This design comes from an exercise in tuning for small area on the open sky130 flow, not from production work. RTL that was checked went through simulation tests only; none was proved equivalent to the original.

==> inputs of 04-21 <==
## apb_spi_top
module apb_spi_top(
    input  wire        i_clk,
    input  wire        i_rst_n,
    input  wire        i_psel,
    input  wire        i_pwrite,
    input  wire        i_penable,
    input  wire [31:0] i_paddr,
    input  wire [31:0] i_pwdata,
    output wire [31:0] o_prdata,
    output wire        o_pready,
    output wire        o_pslverr,
    input  wire        i_MISO,
    output reg         o_MOSI,
    output reg         o_SCLK,
    output wire        o_SS0,
    output wire        o_SS1,
    output wire        o_SS2,
    output wire        o_SS3,
    output wire        o_int
);
clock: 10.0 ns
lec_check: 0
cap_margin: 0
core_margin: 2
core_utilization: 70
cts_buf_list: sky130_fd_sc_hd__clkbuf_4
cts_cluster_diameter: 40
cts_cluster_size: 10
place_density: 0.85
slew_margin: 0
synth_hierarchical: 1
synth_minimum_keep_size: 0
run.sh (not shown) runs the stock make flow with config.mk's settings and CLKGATE_MAP_FILE= SYNTH_SCRIPT=/design/flow/synth_recipe.tcl, a recipe that flattens the netlist after the stock synthesis.
==> 10-25 (differences from 04-21) <==
--- a/flow/design.v
+++ b/flow/design.v
@@ -41,51 +41,40 @@
     wire wls  = lcr[0];
     wire cpol = lcr[1];
     wire cpha = lcr[2];
     wire cdte = lcr[3];
     reg  [15:0] tmem [0:15];
     reg  [15:0] rmem [0:15];
-    reg  [4:0]  th, rh;
+    reg  [4:0]  twp, trp, rwp, rrp;
+    wire t_eq    = (twp[3:0] == trp[3:0]);
+    wire t_empty = t_eq & (twp[4] == trp[4]);
+    wire t_full  = t_eq & (twp[4] != trp[4]);
+    wire r_eq    = (rwp[3:0] == rrp[3:0]);
+    wire r_empty = r_eq & (rwp[4] == rrp[4]);
+    wire r_full  = r_eq & (rwp[4] != rrp[4]);
+    wire [15:0] thead = tmem[trp[3:0]];
+    wire [15:0] rhead = rmem[rrp[3:0]];
+    wire tbr_w = wr & s_tbr & ~t_full;
     reg  tx_push, rx_pop, rx_wr;
     reg  [15:0] rx_sh;
-    wire t_empty = tx_push ? (th == 5'd0) : (th == 5'd31);
-    wire t_full  = ~tx_push & (th == 5'd15);
-    wire r_empty = (rh == 5'd31);
-    wire r_full  = (rh == 5'd15);
-    wire tbr_w   = wr & s_tbr & ~t_full;
-    wire rx_w    = rx_wr & ~r_full;
-    wire [15:0] tsel, rsel;
-    wire [15:0] thead, rhead;
-    spi_dec16 u_tdec (.i_a(th[3:0]), .o_y(tsel));
-    spi_dec16 u_rdec (.i_a(rh[3:0]), .o_y(rsel));
-    spi_ohmux16 u_tmux (.i_sel(tsel), .i_d({tmem[15], tmem[14], tmem[13], tmem[12], tmem[11], tmem[10], tmem[9], tmem[8],
-                                             tmem[7], tmem[6], tmem[5], tmem[4], tmem[3], tmem[2], tmem[1], tmem[0]}), .o_q(thead));
-    spi_ohmux16 u_rmux (.i_sel(rsel), .i_d({rmem[15], rmem[14], rmem[13], rmem[12], rmem[11], rmem[10], rmem[9], rmem[8],
-                                             rmem[7], rmem[6], rmem[5], rmem[4], rmem[3], rmem[2], rmem[1], rmem[0]}), .o_q(rhead));
-    integer k;
+    wire rx_w = rx_wr & ~r_full;
     always @(posedge i_clk) begin
-        if (tbr_w) begin
-            tmem[0] <= i_pwdata[15:0];
-            for (k = 1; k < 16; k = k + 1) tmem[k] <= tmem[k-1];
-        end
-        if (rx_w) begin
-            rmem[0] <= rx_sh;
-            for (k = 1; k < 16; k = k + 1) rmem[k] <= rmem[k-1];
-        end
+        if (tbr_w) tmem[twp[3:0]] <= i_pwdata[15:0];
+        if (rx_w)  rmem[rwp[3:0]] <= rx_sh;
     end
     always @(posedge i_clk or negedge i_rst_n) begin
         if (!i_rst_n) begin
-            th <= 5'd31; rh <= 5'd31;
+            twp <= 5'd0; trp <= 5'd0; rwp <= 5'd0; rrp <= 5'd0;
             tx_push <= 1'b0; rx_pop <= 1'b0;
         end else begin
             tx_push <= tbr_w;
             rx_pop  <= rd & s_rbr & ~r_empty;
-            if (tbr_w & ~st_load)      th <= th + 1'b1;
-            else if (~tbr_w & st_load) th <= th - 1'b1;
-            if (rx_w & ~rx_pop)        rh <= rh + 1'b1;
-            else if (~rx_w & rx_pop)   rh <= rh - 1'b1;
+            if (tx_push) twp <= twp + 1'b1;
+            if (st_load) trp <= trp + 1'b1;
+            if (rx_w)    rwp <= rwp + 1'b1;
+            if (rx_pop)  rrp <= rrp + 1'b1;
         end
     end
     always @(posedge i_clk or negedge i_rst_n) begin
         if (!i_rst_n) begin
             lcr <= 6'd0; dlr <= 8'd0; ier <= 4'd0;
         end else begin
@@ -160,28 +149,6 @@
     wire ss_act = st_load | st_xfer;
     assign o_SS0 = ~(ss_act & (lcr[5:4] == 2'd0));
     assign o_SS1 = ~(ss_act & (lcr[5:4] == 2'd1));
     assign o_SS2 = ~(ss_act & (lcr[5:4] == 2'd2));
     assign o_SS3 = ~(ss_act & (lcr[5:4] == 2'd3));
 endmodule
-module spi_dec16(input wire [3:0] i_a, output wire [15:0] o_y);
-    assign o_y = 16'd1 << i_a;
-endmodule
-module spi_ohmux16(input wire [15:0] i_sel, input wire [255:0] i_d, output wire [15:0] o_q);
-    genvar b;
-    generate for (b = 0; b < 16; b = b + 1) begin : g_bit
-        wire [5:0] g;
-        spi_aoi222 u_g0 (.i_a({i_d[16*2+b],  i_d[16*1+b],  i_d[16*0+b]}),  .i_s(i_sel[2:0]),   .o_y(g[0]));
-        spi_aoi222 u_g1 (.i_a({i_d[16*5+b],  i_d[16*4+b],  i_d[16*3+b]}),  .i_s(i_sel[5:3]),   .o_y(g[1]));
-        spi_aoi222 u_g2 (.i_a({i_d[16*8+b],  i_d[16*7+b],  i_d[16*6+b]}),  .i_s(i_sel[8:6]),   .o_y(g[2]));
-        spi_aoi222 u_g3 (.i_a({i_d[16*11+b], i_d[16*10+b], i_d[16*9+b]}),  .i_s(i_sel[11:9]),  .o_y(g[3]));
-        spi_aoi222 u_g4 (.i_a({i_d[16*14+b], i_d[16*13+b], i_d[16*12+b]}), .i_s(i_sel[14:12]), .o_y(g[4]));
-        assign g[5] = ~(i_d[16*15+b] & i_sel[15]);
-        spi_nand6 u_n (.i_a(g), .o_y(o_q[b]));
-    end endgenerate
-endmodule
-module spi_aoi222(input wire [2:0] i_a, input wire [2:0] i_s, output wire o_y);
-    assign o_y = ~((i_a[0] & i_s[0]) | (i_a[1] & i_s[1]) | (i_a[2] & i_s[2]));
-endmodule
-module spi_nand6(input wire [5:0] i_a, output wire o_y);
-    assign o_y = ~&i_a;
-endmodule
CAP_MARGIN = 20   (was 0)
CORE_UTILIZATION = 40   (was 70)
CTS_BUF_LIST = default   (was sky130_fd_sc_hd__clkbuf_4)
CTS_CLUSTER_DIAMETER = default   (was 40)
CTS_CLUSTER_SIZE = default   (was 10)
PLACE_DENSITY = 0.6   (was 0.85)
SLEW_MARGIN = 20   (was 0)
SYNTH_HIERARCHICAL = default   (was 1)
SYNTH_MINIMUM_KEEP_SIZE = default   (was 0)
==> 03-10 (differences from 04-21) <==
--- a/flow/design.v
+++ b/flow/design.v
@@ -39,53 +39,68 @@
     reg  [7:0] dlr;
     reg  [3:0] ier;
     wire wls  = lcr[0];
     wire cpol = lcr[1];
     wire cpha = lcr[2];
     wire cdte = lcr[3];
-    reg  [15:0] tmem [0:15];
-    reg  [15:0] rmem [0:15];
-    reg  [4:0]  th, rh;
-    reg  tx_push, rx_pop, rx_wr;
+    reg  [15:0] tring [0:15];
+    reg  [15:0] rring [0:15];
+    reg  [3:0]  xh, rh;
+    reg  [4:0]  xc, rc;
+    reg  [15:0] tbr;
     reg  [15:0] rx_sh;
-    wire t_empty = tx_push ? (th == 5'd0) : (th == 5'd31);
-    wire t_full  = ~tx_push & (th == 5'd15);
-    wire r_empty = (rh == 5'd31);
-    wire r_full  = (rh == 5'd15);
+    reg         tx_push, tx_pend, rx_pop, rx_wr, done;
+    wire t_empty = (xc == 5'd0);
+    wire t_full  = xc[4];
+    wire r_empty = (rc == 5'd0);
+    wire r_full  = rc[4];
     wire tbr_w   = wr & s_tbr & ~t_full;
-    wire rx_w    = rx_wr & ~r_full;
-    wire [15:0] tsel, rsel;
-    wire [15:0] thead, rhead;
-    spi_dec16 u_tdec (.i_a(th[3:0]), .o_y(tsel));
-    spi_dec16 u_rdec (.i_a(rh[3:0]), .o_y(rsel));
-    spi_ohmux16 u_tmux (.i_sel(tsel), .i_d({tmem[15], tmem[14], tmem[13], tmem[12], tmem[11], tmem[10], tmem[9], tmem[8],
-                                             tmem[7], tmem[6], tmem[5], tmem[4], tmem[3], tmem[2], tmem[1], tmem[0]}), .o_q(thead));
-    spi_ohmux16 u_rmux (.i_sel(rsel), .i_d({rmem[15], rmem[14], rmem[13], rmem[12], rmem[11], rmem[10], rmem[9], rmem[8],
-                                             rmem[7], rmem[6], rmem[5], rmem[4], rmem[3], rmem[2], rmem[1], rmem[0]}), .o_q(rhead));
+    wire [3:0] xtail = xh + xc[3:0];
+    wire [3:0] rtail = rh + rc[3:0];
+    wire t_ins = (tx_push & ~xtail[0]) | tx_pend;
+    wire r_ins = ((done & (~r_full | rx_pop)) | (rx_wr & ~r_full)) & ~rtail[0];
+    reg  [15:0] thead;
+    reg         thv;
+    wire th_tbr  = tx_push & (xc == {4'd0, st_load});
+    wire th_ring = ~thv & (xh == 4'd0) & ~t_empty;
+    wire [15:0] rsel;
+    wire [15:0] rhead;
+    spi_dec16 u_rdec (.i_a(rh), .o_y(rsel));
+    spi_ohmux16 u_rmux (.i_sel(rsel), .i_d({rring[15], rring[14], rring[13], rring[12], rring[11], rring[10], rring[9], rring[8],
+                                             rring[7], rring[6], rring[5], rring[4], rring[3], rring[2], rring[1], rring[0]}), .o_q(rhead));
     integer k;
     always @(posedge i_clk) begin
-        if (tbr_w) begin
-            tmem[0] <= i_pwdata[15:0];
-            for (k = 1; k < 16; k = k + 1) tmem[k] <= tmem[k-1];
-        end
-        if (rx_w) begin
-            rmem[0] <= rx_sh;
-            for (k = 1; k < 16; k = k + 1) rmem[k] <= rmem[k-1];
-        end
-    end
-    always @(posedge i_clk or negedge i_rst_n) begin
-        if (!i_rst_n) begin
-            th <= 5'd31; rh <= 5'd31;
-            tx_push <= 1'b0; rx_pop <= 1'b0;
-        end else begin
+        if (tbr_w) tbr <= i_pwdata[15:0];
+        if (th_tbr)       thead <= tbr;
+        else if (th_ring) thead <= tring[0];
+        tring[0] <= tring[15];
+        rring[0] <= rring[15];
+        for (k = 1; k < 16; k = k + 1) begin
+            if ((k & 1) && t_ins && (xtail[3:1] == (k >> 1))) tring[k] <= tbr;
+            else                                          tring[k] <= tring[k-1];
+            if ((k & 1) && r_ins && (rtail[3:1] == (k >> 1))) rring[k] <= rx_sh;
+            else                                              rring[k] <= rring[k-1];
+        end
+    end
+    always @(posedge i_clk or negedge i_rst_n) begin
+        if (!i_rst_n) begin
+            xh <= 4'd0; rh <= 4'd0; xc <= 5'd0; rc <= 5'd0;
+            tx_push <= 1'b0; tx_pend <= 1'b0; rx_pop <= 1'b0;
+            thv <= 1'b0;
+        end else begin
+            if (th_tbr | th_ring) thv <= 1'b1;
+            else if (st_load)     thv <= 1'b0;
             tx_push <= tbr_w;
+            tx_pend <= tx_push & xtail[0];
             rx_pop  <= rd & s_rbr & ~r_empty;
-            if (tbr_w & ~st_load)      th <= th + 1'b1;
-            else if (~tbr_w & st_load) th <= th - 1'b1;
-            if (rx_w & ~rx_pop)        rh <= rh + 1'b1;
-            else if (~rx_w & rx_pop)   rh <= rh - 1'b1;
+            xh <= xh + 1'b1 + st_load;
+            rh <= rh + 1'b1 + rx_pop;
+            if (tx_push & ~st_load)      xc <= xc + 1'b1;
+            else if (~tx_push & st_load) xc <= xc - 1'b1;
+            if (rx_wr & ~r_full & ~rx_pop)    rc <= rc + 1'b1;
+            else if (~(rx_wr & ~r_full) & rx_pop) rc <= rc - 1'b1;
         end
     end
     always @(posedge i_clk or negedge i_rst_n) begin
         if (!i_rst_n) begin
             lcr <= 6'd0; dlr <= 8'd0; ier <= 4'd0;
         end else begin
@@ -111,13 +126,12 @@
         endcase
     end
     assign o_prdata = page ? rdata : 32'd0;
     assign o_int = (t_empty & ier[0]) | (t_full & ier[1]) | (r_empty & ier[2]) | (r_full & ier[3]);
     reg  [7:0] cnt;       
     reg  [5:0] m;         
-    reg        done;
     reg [15:0] tx_sh;
     wire z      = (cnt == 8'd0);
     wire toggle = st_xfer & ~done & z;
     wire shedge = m[0] ^ cpha;
     wire can_go = ~t_empty & ~r_full;
     always @(posedge i_clk or negedge i_rst_n) begin
==> flow/flow/run.sh (new file) <==
#!/bin/bash
# Standard ORFS layout (the standard.sh) with two changes:
#  - port buffers use the smallest buffer cell instead of the resizer's pick
#  - clock tree synthesis without dummy loads
set -euo pipefail
export BUFFER_PORTS_ARGS="-buffer_cell sky130_fd_sc_hd__buf_1"
export CTS_ARGS="-sink_clustering_enable -repair_clock_nets -dont_use_dummy_load -buf_list sky130_fd_sc_hd__clkbuf_16 -sink_clustering_size 32 -sink_clustering_max_diameter 50"
bash standard.sh > standard.log 2>&1
==> flow/standard.sh (new file) <==
#!/bin/bash
# synth_recipe.tcl (not shown) runs the flow's synth.tcl, then flattens the netlist and writes it again
# the make line also repeats each setting of config.mk as NAME=value (left out here)
make -C /OpenROAD-flow-scripts/flow DESIGN_CONFIG=/design/flow/config.mk WORK_HOME=/design/flow/orfs CLKGATE_MAP_FILE= SYNTH_SCRIPT=/design/flow/synth_recipe.tcl "${@:-finish}"
removed: flow/run.sh
==> run notes <==
Post-DR vias/cell: 03-10 6.293; 10-25 5.391; 04-21 7.154
Data-path buffer share of cell area in the final layout: 03-10 0.01972; 10-25 0.04475; 04-21 0.03979
Number of instances in the synthesized netlist: 03-10 1487; 10-25 1188; 04-21 1244
Final clock skew: 03-10 0.07539 ns; 10-25 0.01879 ns; 04-21 0.05454 ns
Peak Freq: 03-10 0.1507 GHz; 10-25 0.1378 GHz; 04-21 0.1447 GHz
Worst Hold Path EP: 03-10 tring[4][0]; 10-25 rx_wr; 04-21 rmem[14][7]
Simple-gate portion of the synthesized area: 03-10 0.06815; 10-25 0.03754; 04-21 0.08490
Cell area after layout: 03-10 22720 um2; 10-25 28490 um2; 04-21 25220 um2
Mean area per synthesized cell: 03-10 14.25 um2; 10-25 20.59 um2; 04-21 18.46 um2
Status: 03-10 no timing/DRC/antenna violations; 10-25 no timing/DRC/antenna violations; 04-21 no timing/DRC/antenna violations
Die height: 03-10 178.0 um; 10-25 251.3 um; 04-21 185.1 um
CLK BUF: 03-10 39; 10-25 80; 04-21 92
Area of the multi-input gates: 03-10 7023 um2; 10-25 6085 um2; 04-21 4982 um2
Number of ordinary inverters in the final layout: 03-10 18; 10-25 43; 04-21 16
R2R Path End: 03-10 xc[4]; 10-25 rmem[10][11]; 04-21 th[4]
Portion of the post-synthesis area used by sequential elements: 03-10 0.6473; 10-25 0.7308; 04-21 0.7683
Start point of the worst min-delay path: 03-10 tring[3][0]; 10-25 done; 04-21 rmem[13][7]
Worst hold slack across all endpoints: 03-10 0.2922 ns; 10-25 0.4478 ns; 04-21 0.4184 ns
Most common cell after layout, fill and taps aside: 03-10 sky130_fd_sc_hd__dfxtp_1; 10-25 sky130_fd_sc_hd__edfxtp_1; 04-21 sky130_fd_sc_hd__edfxtp_1
Root Driver: 03-10 sky130_fd_sc_hd__clkbuf_16; 10-25 sky130_fd_sc_hd__clkbuf_16; 04-21 sky130_fd_sc_hd__clkbuf_4
Peak VDD IR: 03-10 0.0001638 V; 10-25 0.0001910 V; 04-21 0.0001273 V
Adder and majority gate portion of the synthesized area: 03-10 0.01914; 10-25 0.009207; 04-21 0.01046
# clock sinks: 03-10 638; 10-25 606; 04-21 596
The RTL of 04-21 was laid out without a check of its function.


==> 04-03: inputs <==
==> flow/design.v <==
`timescale 1ns / 1ps
module apb_spi_top(
    input  wire        i_clk,
    input  wire        i_rst_n,
    input  wire        i_psel,
    input  wire        i_pwrite,
    input  wire        i_penable,
    input  wire [31:0] i_paddr,
    input  wire [31:0] i_pwdata,
    output wire [31:0] o_prdata,
    output wire        o_pready,
    output wire        o_pslverr,
    input  wire        i_MISO,
    output reg         o_MOSI,
    output reg         o_SCLK,
    output wire        o_SS0,
    output wire        o_SS1,
    output wire        o_SS2,
    output wire        o_SS3,
    output wire        o_int
);
    localparam [1:0] ST_IDLE = 2'd0, ST_LOAD = 2'd1, ST_XFER = 2'd2, ST_DONE = 2'd3;
    wire        page = (i_paddr[31:12] == 20'h40002);
    wire [11:0] off  = i_paddr[11:0];
    wire        acc  = i_psel & i_penable & page;
    wire        wr   = acc & i_pwrite;
    wire        rd   = acc & ~i_pwrite;
    wire s_lcr = (off == 12'h000);
    wire s_dlr = (off == 12'h004);
    wire s_ier = (off == 12'h008);
    wire s_tbr = (off == 12'h010);
    wire s_rbr = (off == 12'h014);
    reg  [1:0] state;
    reg  [1:0] gap;
    wire busy = (state != ST_IDLE);
    wire st_load = (state == ST_LOAD);
    wire st_xfer = (state == ST_XFER);
    reg  [5:0] lcr;
    reg  [7:0] dlr;
    reg  [3:0] ier;
    wire wls  = lcr[0];
    wire cpol = lcr[1];
    wire cpha = lcr[2];
    wire cdte = lcr[3];
    reg  [15:0] tring [0:15];
    reg  [15:0] rring [0:15];
    reg  [3:0]  xh, rh;
    reg  [4:0]  xc, rc;
    reg  [15:0] tbr;
    reg  [15:0] rx_sh;
    reg         tx_push, tx_pend, rx_pop, rx_wr, done;
    wire t_empty = (xc == 5'd0);
    wire t_full  = xc[4];
    wire r_empty = (rc == 5'd0);
    wire r_full  = rc[4];
    wire tbr_w   = wr & s_tbr & ~t_full;
    wire [3:0] xtail = xh + xc[3:0];
    wire [3:0] rtail = rh + rc[3:0];
    wire t_ins = (tx_push & ~xtail[0]) | tx_pend;
    wire r_ins = ((done & (~r_full | rx_pop)) | (rx_wr & ~r_full)) & ~rtail[0];
    wire [15:0] tsel, rsel;
    wire [15:0] thead, rhead;
    spi_dec16 u_tdec (.i_a(xh), .o_y(tsel));
    spi_dec16 u_rdec (.i_a(rh), .o_y(rsel));
    spi_ohmux16 u_tmux (.i_sel(tsel), .i_d({tring[15], tring[14], tring[13], tring[12], tring[11], tring[10], tring[9], tring[8],
                                             tring[7], tring[6], tring[5], tring[4], tring[3], tring[2], tring[1], tring[0]}), .o_q(thead));
    spi_ohmux16 u_rmux (.i_sel(rsel), .i_d({rring[15], rring[14], rring[13], rring[12], rring[11], rring[10], rring[9], rring[8],
                                             rring[7], rring[6], rring[5], rring[4], rring[3], rring[2], rring[1], rring[0]}), .o_q(rhead));
    integer k;
    always @(posedge i_clk) begin
        if (tbr_w) tbr <= i_pwdata[15:0];
        tring[0] <= tring[15];
        rring[0] <= rring[15];
        for (k = 1; k < 16; k = k + 1) begin
            if ((k & 1) && t_ins && (xtail[3:1] == (k >> 1))) tring[k] <= tbr;
            else                                          tring[k] <= tring[k-1];
            if ((k & 1) && r_ins && (rtail[3:1] == (k >> 1))) rring[k] <= rx_sh;
            else                                              rring[k] <= rring[k-1];
        end
    end
    always @(posedge i_clk or negedge i_rst_n) begin
        if (!i_rst_n) begin
            xh <= 4'd0; rh <= 4'd0; xc <= 5'd0; rc <= 5'd0;
            tx_push <= 1'b0; tx_pend <= 1'b0; rx_pop <= 1'b0;
        end else begin
            tx_push <= tbr_w;
            tx_pend <= tx_push & xtail[0];
            rx_pop  <= rd & s_rbr & ~r_empty;
            xh <= xh + 1'b1 + st_load;
            rh <= rh + 1'b1 + rx_pop;
            if (tx_push & ~st_load)      xc <= xc + 1'b1;
            else if (~tx_push & st_load) xc <= xc - 1'b1;
            if (rx_wr & ~r_full & ~rx_pop)    rc <= rc + 1'b1;
            else if (~(rx_wr & ~r_full) & rx_pop) rc <= rc - 1'b1;
        end
    end
    always @(posedge i_clk or negedge i_rst_n) begin
        if (!i_rst_n) begin
            lcr <= 6'd0; dlr <= 8'd0; ier <= 4'd0;
        end else begin
            if (wr & s_lcr & ~busy) lcr <= i_pwdata[5:0];
            if (wr & s_dlr & ~busy) dlr <= i_pwdata[7:0];
            if (wr & s_ier)         ier <= i_pwdata[3:0];
        end
    end
    assign o_pready  = 1'b1;
    assign o_pslverr = (wr & busy & ((s_lcr & (i_pwdata[5:0] != lcr)) |
                                     (s_dlr & (i_pwdata[7:0] != dlr))))
                     | (acc & (off >= 12'h018));
    reg [31:0] rdata;
    always @(*) begin
        case (off)
            12'h000: rdata = {26'd0, lcr};
            12'h004: rdata = {24'd0, dlr};
            12'h008: rdata = {28'd0, ier};
            12'h00C: rdata = {28'd0, r_full, r_empty, t_full, t_empty};
            12'h010: rdata = 32'd0;
            12'h014: rdata = {16'd0, rhead};
            default: rdata = 32'hFFFF_FFFF;
        endcase
    end
    assign o_prdata = page ? rdata : 32'd0;
    assign o_int = (t_empty & ier[0]) | (t_full & ier[1]) | (r_empty & ier[2]) | (r_full & ier[3]);
    reg  [7:0] cnt;       
    reg  [5:0] m;         
    reg [15:0] tx_sh;
    wire z      = (cnt == 8'd0);
    wire toggle = st_xfer & ~done & z;
    wire shedge = m[0] ^ cpha;
    wire can_go = ~t_empty & ~r_full;
    always @(posedge i_clk or negedge i_rst_n) begin
        if (!i_rst_n) begin
            state <= ST_IDLE;
            gap   <= 2'd0;
        end else begin
            if (state == ST_DONE) gap <= gap + 1'b1;
            case (state)
                ST_IDLE: if (can_go) state <= ST_LOAD;
                ST_LOAD: state <= ST_XFER;
                ST_XFER: if (done) state <= ~cdte ? ST_DONE : (can_go ? ST_LOAD : ST_IDLE);
                ST_DONE: if (gap == 2'd3) state <= ST_IDLE;
            endcase
        end
    end
    always @(posedge i_clk) begin
        cnt <= (z | st_load) ? dlr : cnt - 1'b1;
        if (st_load)     m <= wls ? 6'd30 : 6'd14;
        else if (toggle) m <= m - 1'b1;
        if (st_load) tx_sh <= thead;
        if (toggle & ~shedge)
            rx_sh <= {rx_sh[14:8], rx_sh[7] & wls, rx_sh[6:0], i_MISO};
    end
    always @(posedge i_clk or negedge i_rst_n) begin
        if (!i_rst_n) begin
            o_SCLK <= 1'b0;
            o_MOSI <= 1'b0;
            done   <= 1'b0;
            rx_wr  <= 1'b0;
        end else begin
            done  <= toggle & m[5];
            rx_wr <= done;
            if (!st_xfer)    o_SCLK <= cpol;
            else if (toggle) o_SCLK <= ~o_SCLK;
            if (st_load & ~cpha)                o_MOSI <= wls ? thead[15] : thead[7];
            else if (toggle & shedge & ~m[5])   o_MOSI <= tx_sh[m[4:1]];
        end
    end
    wire ss_act = st_load | st_xfer;
    assign o_SS0 = ~(ss_act & (lcr[5:4] == 2'd0));
    assign o_SS1 = ~(ss_act & (lcr[5:4] == 2'd1));
    assign o_SS2 = ~(ss_act & (lcr[5:4] == 2'd2));
    assign o_SS3 = ~(ss_act & (lcr[5:4] == 2'd3));
endmodule
module spi_dec16(input wire [3:0] i_a, output wire [15:0] o_y);
    assign o_y = 16'd1 << i_a;
endmodule
module spi_ohmux16(input wire [15:0] i_sel, input wire [255:0] i_d, output wire [15:0] o_q);
    genvar b;
    generate for (b = 0; b < 16; b = b + 1) begin : g_bit
        wire [5:0] g;
        spi_aoi222 u_g0 (.i_a({i_d[16*2+b],  i_d[16*1+b],  i_d[16*0+b]}),  .i_s(i_sel[2:0]),   .o_y(g[0]));
        spi_aoi222 u_g1 (.i_a({i_d[16*5+b],  i_d[16*4+b],  i_d[16*3+b]}),  .i_s(i_sel[5:3]),   .o_y(g[1]));
        spi_aoi222 u_g2 (.i_a({i_d[16*8+b],  i_d[16*7+b],  i_d[16*6+b]}),  .i_s(i_sel[8:6]),   .o_y(g[2]));
        spi_aoi222 u_g3 (.i_a({i_d[16*11+b], i_d[16*10+b], i_d[16*9+b]}),  .i_s(i_sel[11:9]),  .o_y(g[3]));
        spi_aoi222 u_g4 (.i_a({i_d[16*14+b], i_d[16*13+b], i_d[16*12+b]}), .i_s(i_sel[14:12]), .o_y(g[4]));
        assign g[5] = ~(i_d[16*15+b] & i_sel[15]);
        spi_nand6 u_n (.i_a(g), .o_y(o_q[b]));
    end endgenerate
endmodule
module spi_aoi222(input wire [2:0] i_a, input wire [2:0] i_s, output wire o_y);
    assign o_y = ~((i_a[0] & i_s[0]) | (i_a[1] & i_s[1]) | (i_a[2] & i_s[2]));
endmodule
module spi_nand6(input wire [5:0] i_a, output wire o_y);
    assign o_y = ~&i_a;
endmodule
==> flow/run.sh <==
#!/bin/bash
# synth_recipe.tcl (not shown) runs the flow's synth.tcl, then flattens the netlist and writes it again
# the make line also repeats each setting of config.mk as NAME=value (left out here)
make -C /OpenROAD-flow-scripts/flow DESIGN_CONFIG=/design/flow/config.mk WORK_HOME=/design/flow/orfs CLKGATE_MAP_FILE= SYNTH_SCRIPT=/design/flow/synth_recipe.tcl finish
==> flow/config.mk <==
export PLATFORM = sky130hd
export DESIGN_NAME = apb_spi_top
export DESIGN_NICKNAME = apb_spi_top
export VERILOG_FILES = /design/flow/design.v
export SDC_FILE = /design/flow/constraint.sdc
export NUM_CORES = 4
export LEC_CHECK = 0
export CAP_MARGIN = 0
export CORE_MARGIN = 2
export CORE_UTILIZATION = 70
export CTS_BUF_LIST = sky130_fd_sc_hd__clkbuf_4
export CTS_CLUSTER_DIAMETER = 40
export CTS_CLUSTER_SIZE = 10
export PLACE_DENSITY = 0.85
export SLEW_MARGIN = 0
export SYNTH_HIERARCHICAL = 1
export SYNTH_MINIMUM_KEEP_SIZE = 0
==> flow/constraint.sdc <==
create_clock -name core_clock -period 10.0 [get_ports {i_clk}]
set_input_delay 2.0000 -clock core_clock [delete_from_list [all_inputs] [get_ports {i_clk}]]
set_output_delay 2.0000 -clock core_clock [all_outputs]
set_load 0.01 [all_outputs]
==> 08-18: changes against 04-03 <==
--- a/flow/design.v
+++ b/flow/design.v
@@ -32,5 +32,5 @@
     wire s_rbr = (off == 12'h014);
     reg  [1:0] state;
-    reg  [1:0] gap;
+    reg  [5:0] m;         
     wire busy = (state != ST_IDLE);
     wire st_load = (state == ST_LOAD);
@@ -48,6 +48,11 @@
     reg  [4:0]  xc, rc;
     reg  [15:0] tbr;
-    reg  [15:0] rx_sh;
-    reg         tx_push, tx_pend, rx_pop, rx_wr, done;
+    reg  [15:0] rx_sh;    
+    reg         tx_push, tx_pend, rx_pop, rx_wr, rx_p2;
+    wire        done = st_xfer & m[5] & ~m[0];
+    reg  [7:0] cnt;       
+    wire z      = (cnt == 8'd0);
+    wire toggle = st_xfer & ~done & z;
+    wire shedge = m[0] ^ cpha;
     wire t_empty = (xc == 5'd0);
     wire t_full  = xc[4];
@@ -57,12 +62,23 @@
     wire [3:0] xtail = xh + xc[3:0];
     wire [3:0] rtail = rh + rc[3:0];
-    wire t_ins = (tx_push & ~xtail[0]) | tx_pend;
-    wire r_ins = ((done & (~r_full | rx_pop)) | (rx_wr & ~r_full)) & ~rtail[0];
-    wire [15:0] tsel, rsel;
-    wire [15:0] thead, rhead;
-    spi_dec16 u_tdec (.i_a(xh), .o_y(tsel));
+    wire t0    = (xc == {4'd0, st_load});
+    wire t_ins = (tx_push & ~t0 & ~xtail[0]) | tx_pend;
+    wire t_now = tx_push & t0;
+    wire [3:0] rt1  = rtail + 1'b1;
+    wire p_t    = (rtail == 4'd0) | (rtail == 4'd3) | (rtail == 4'd6) | (rtail == 4'd9) | (rtail == 4'd12) | (rtail == 4'd15);
+    wire p_t1   = (rt1 == 4'd0) | (rt1 == 4'd3) | (rt1 == 4'd6) | (rt1 == 4'd9) | (rt1 == 4'd12) | (rt1 == 4'd15);
+    wire r_acc1 = rx_wr & ~r_full & ~p_t;         
+    wire r_k0   = (rc == {4'd0, rx_pop});
+    wire r_reph = r_acc1 & ~p_t1 & r_k0;
+    wire r_ins  = (((done & (~r_full | rx_pop)) | r_acc1) & p_t1) | rx_p2;
+    wire [3:0] r_tg = rx_p2 ? rtail : rt1;
+    reg  [15:0] thead;
+    reg         thv;
+    reg         sl;       
+    wire fs      = toggle & ~shedge & ~sl;
+    wire th_ring = (~thv | fs) & (xh == 4'd15) & ~t_empty;
+    wire [15:0] rsel;
+    wire [15:0] rhead;
     spi_dec16 u_rdec (.i_a(rh), .o_y(rsel));
-    spi_ohmux16 u_tmux (.i_sel(tsel), .i_d({tring[15], tring[14], tring[13], tring[12], tring[11], tring[10], tring[9], tring[8],
-                                             tring[7], tring[6], tring[5], tring[4], tring[3], tring[2], tring[1], tring[0]}), .o_q(thead));
     spi_ohmux16 u_rmux (.i_sel(rsel), .i_d({rring[15], rring[14], rring[13], rring[12], rring[11], rring[10], rring[9], rring[8],
                                              rring[7], rring[6], rring[5], rring[4], rring[3], rring[2], rring[1], rring[0]}), .o_q(rhead));
@@ -70,23 +86,30 @@
     always @(posedge i_clk) begin
         if (tbr_w) tbr <= i_pwdata[15:0];
+        xh <= t_now ? 4'd15 : xh + 1'b1 + st_load;
+        rh <= r_reph ? 4'd15 : rh + 1'b1 + rx_pop;
+        if (th_ring) thead <= tring[15];
         tring[0] <= tring[15];
-        rring[0] <= rring[15];
+        if (r_ins && r_tg == 4'd0) rring[0] <= rx_sh;
+        else                       rring[0] <= rring[15];
         for (k = 1; k < 16; k = k + 1) begin
-            if ((k & 1) && t_ins && (xtail[3:1] == (k >> 1))) tring[k] <= tbr;
-            else                                          tring[k] <= tring[k-1];
-            if ((k & 1) && r_ins && (rtail[3:1] == (k >> 1))) rring[k] <= rx_sh;
-            else                                              rring[k] <= rring[k-1];
-        end
-    end
-    always @(posedge i_clk or negedge i_rst_n) begin
-        if (!i_rst_n) begin
-            xh <= 4'd0; rh <= 4'd0; xc <= 5'd0; rc <= 5'd0;
-            tx_push <= 1'b0; tx_pend <= 1'b0; rx_pop <= 1'b0;
-        end else begin
+            if (k & 1) tring[k] <= ~(((t_ins && (xtail[3:1] == (k >> 1))) || (t_now && k == 15)) ? (((k >> 1) & 1) ? ~tbr : tbr)
+                                                                           : tring[k-1]);
+            else       tring[k] <= tring[k-1];
+            if ((k % 3 == 0) && ((r_ins && r_tg == k) || (r_reph && k == 15))) rring[k] <= rx_sh;
+            else                                                               rring[k] <= rring[k-1];
+        end
+    end
+    always @(posedge i_clk or negedge i_rst_n) begin
+        if (!i_rst_n) begin
+            xc <= 5'd0; rc <= 5'd0;
+            tx_push <= 1'b0; tx_pend <= 1'b0; rx_pop <= 1'b0; rx_p2 <= 1'b0;
+            thv <= 1'b0;
+        end else begin
+            if (th_ring)          thv <= 1'b1;
+            else if (fs)          thv <= 1'b0;
             tx_push <= tbr_w;
-            tx_pend <= tx_push & xtail[0];
+            tx_pend <= tx_push & ~t0 & xtail[0];
             rx_pop  <= rd & s_rbr & ~r_empty;
-            xh <= xh + 1'b1 + st_load;
-            rh <= rh + 1'b1 + rx_pop;
+            rx_p2   <= r_acc1 & ~p_t1 & ~r_k0;
             if (tx_push & ~st_load)      xc <= xc + 1'b1;
             else if (~tx_push & st_load) xc <= xc - 1'b1;
@@ -122,22 +145,14 @@
     assign o_prdata = page ? rdata : 32'd0;
     assign o_int = (t_empty & ier[0]) | (t_full & ier[1]) | (r_empty & ier[2]) | (r_full & ier[3]);
-    reg  [7:0] cnt;       
-    reg  [5:0] m;         
-    reg [15:0] tx_sh;
-    wire z      = (cnt == 8'd0);
-    wire toggle = st_xfer & ~done & z;
-    wire shedge = m[0] ^ cpha;
     wire can_go = ~t_empty & ~r_full;
     always @(posedge i_clk or negedge i_rst_n) begin
         if (!i_rst_n) begin
             state <= ST_IDLE;
-            gap   <= 2'd0;
-        end else begin
-            if (state == ST_DONE) gap <= gap + 1'b1;
+        end else begin
             case (state)
                 ST_IDLE: if (can_go) state <= ST_LOAD;
                 ST_LOAD: state <= ST_XFER;
                 ST_XFER: if (done) state <= ~cdte ? ST_DONE : (can_go ? ST_LOAD : ST_IDLE);
-                ST_DONE: if (gap == 2'd3) state <= ST_IDLE;
+                ST_DONE: if (m == 6'd59) state <= ST_IDLE;
             endcase
         end
@@ -146,8 +161,10 @@
         cnt <= (z | st_load) ? dlr : cnt - 1'b1;
         if (st_load)     m <= wls ? 6'd30 : 6'd14;
-        else if (toggle) m <= m - 1'b1;
-        if (st_load) tx_sh <= thead;
+        else if (toggle | (state == ST_DONE)) m <= m - 1'b1;
+        if (st_load) sl <= 1'b0;
+        else if (toggle & ~shedge) sl <= 1'b1;
         if (toggle & ~shedge)
-            rx_sh <= {rx_sh[14:8], rx_sh[7] & wls, rx_sh[6:0], i_MISO};
+            rx_sh <= sl ? {rx_sh[14:8], rx_sh[7] & wls, rx_sh[6:0], i_MISO}
+                        : {thead[14:8], thead[7] & wls, thead[6:0], i_MISO};
     end
     always @(posedge i_clk or negedge i_rst_n) begin
@@ -155,13 +172,11 @@
             o_SCLK <= 1'b0;
             o_MOSI <= 1'b0;
-            done   <= 1'b0;
             rx_wr  <= 1'b0;
         end else begin
-            done  <= toggle & m[5];
             rx_wr <= done;
             if (!st_xfer)    o_SCLK <= cpol;
             else if (toggle) o_SCLK <= ~o_SCLK;
             if (st_load & ~cpha)                o_MOSI <= wls ? thead[15] : thead[7];
-            else if (toggle & shedge & ~m[5])   o_MOSI <= tx_sh[m[4:1]];
+            else if (toggle & shedge & ~m[5])   o_MOSI <= sl ? (wls ? rx_sh[15] : rx_sh[7]) : (wls ? thead[15] : thead[7]);
         end
     end
@@ -173,5 +188,17 @@
 endmodule
 module spi_dec16(input wire [3:0] i_a, output wire [15:0] o_y);
-    assign o_y = 16'd1 << i_a;
+    wire [3:0] lo, hi;
+    spi_dec4 u_lo (.i_a(i_a[1:0]), .o_y(lo));
+    spi_dec4 u_hi (.i_a(i_a[3:2]), .o_y(hi));
+    spi_and4x4 u_and (.i_lo(lo), .i_hi(hi), .o_y(o_y));
+endmodule
+module spi_dec4(input wire [1:0] i_a, output wire [3:0] o_y);
+    assign o_y = 4'd1 << i_a;
+endmodule
+module spi_and4x4(input wire [3:0] i_lo, input wire [3:0] i_hi, output wire [15:0] o_y);
+    genvar i;
+    generate for (i = 0; i < 16; i = i + 1) begin : g_and
+        assign o_y[i] = i_lo[i % 4] & i_hi[i / 4];
+    end endgenerate
 endmodule
 module spi_ohmux16(input wire [15:0] i_sel, input wire [255:0] i_d, output wire [15:0] o_q);
==> flow/flow/run.sh (new file) <==
#!/bin/bash
# Standard ORFS layout (the standard.sh) with three changes:
#  - port buffers use the smallest buffer cell instead of the resizer's pick
#  - after global placement, gates with timing slack are downsized
#    (flow/pre_resize.tcl) before the usual repair_design
#  - clock tree synthesis without dummy loads
set -euo pipefail
export BUFFER_PORTS_ARGS="-buffer_cell sky130_fd_sc_hd__buf_1"
export PRE_RESIZE_TCL="$PWD/flow/pre_resize.tcl"
export CTS_ARGS="-sink_clustering_enable -repair_clock_nets -dont_use_dummy_load -buf_list sky130_fd_sc_hd__clkbuf_4 -sink_clustering_size 10 -sink_clustering_max_diameter 40"
bash standard.sh > standard.log 2>&1
==> flow/flow/pre_resize.tcl (new file) <==
# Downsize gates off the critical paths before repair_design runs (resize.tcl
# calls repair_design right after this hook, fixing any slew or cap left over).
estimate_parasitics -placement
set_dont_use $::env(DONT_USE_CELLS)
repair_timing -recover_power 100 -verbose
==> flow/standard.sh (new file) <==
#!/bin/bash
# synth_recipe.tcl (not shown) runs the flow's synth.tcl, then flattens the netlist and writes it again
# the make line also repeats each setting of config.mk as NAME=value (left out here)
make -C /OpenROAD-flow-scripts/flow DESIGN_CONFIG=/design/flow/config.mk WORK_HOME=/design/flow/orfs CLKGATE_MAP_FILE= SYNTH_SCRIPT=/design/flow/synth_recipe.tcl "${@:-finish}"
removed: flow/run.sh
==> impl_metrics.env <==
export IMPL_status="no timing/DRC/antenna violations"
export IMPL_crit_arrival_ns=5.14
export IMPL_num_nonclk_inverters=21
export IMPL_synth_fa_ha_area_frac=0.0186
export IMPL_clock_power_mw=1.43
export IMPL_critPathBufInv=2
export IMPL_whs_endpoint="tring[8][7]"
export IMPL_min_period_over_period=0.714
export IMPL_die_w_um=180
# the run above: 04-03

==> impl_metrics.env <==
export IMPL_status="no timing/DRC/antenna violations"
export IMPL_critPathBufInv=3
export IMPL_crit_arrival_ns=4.52
export IMPL_cts_htree_levels=3
export IMPL_synth_fa_ha_area_frac=0.0225
export IMPL_min_period_over_period=0.652
export IMPL_worstSetupPathType="input port to output port"
export IMPL_whs_endpoint="tring[4][6]"
export IMPL_num_nonclk_inverters=26
# the run above: 08-18

-- port drivers added, routing unchanged --
The flow's constraints put no driver on any port. The routed layouts listed below were extracted and timed again, unchanged, in two steps.
Step 1 sets driving cells, clkbuf_16 on the clock port and buf_2 on the other inputs (assumed; they add their load-dependent delay and slew).
Step 2, shift: input delay + t, output delay - t, t = (earliest + latest rising clock arrival at the registers) / 2. This alone moves slack from input paths to output paths.
Slacks: ideal / step 1 / step 2; pairs: ideal / step 1.
run	t (ns)	slack for setup (ns)	cell pins on the clock port's net
04-21	0.802	3.091 / 3.070 / 3.070	1
10-25	0.653	2.744 / 2.723 / 2.723	1
03-10	0.575	3.364 / 3.334 / 3.334	1
04-03	0.786	2.863 / 2.841 / 2.841	1
08-18	0.732	3.479 / 3.455 / 3.455	1
After both steps every run listed still meets setup and hold. The setup slack of 03-10, which loses most, moves by -0.030 ns with the drivers and by -0.030 ns with both steps.
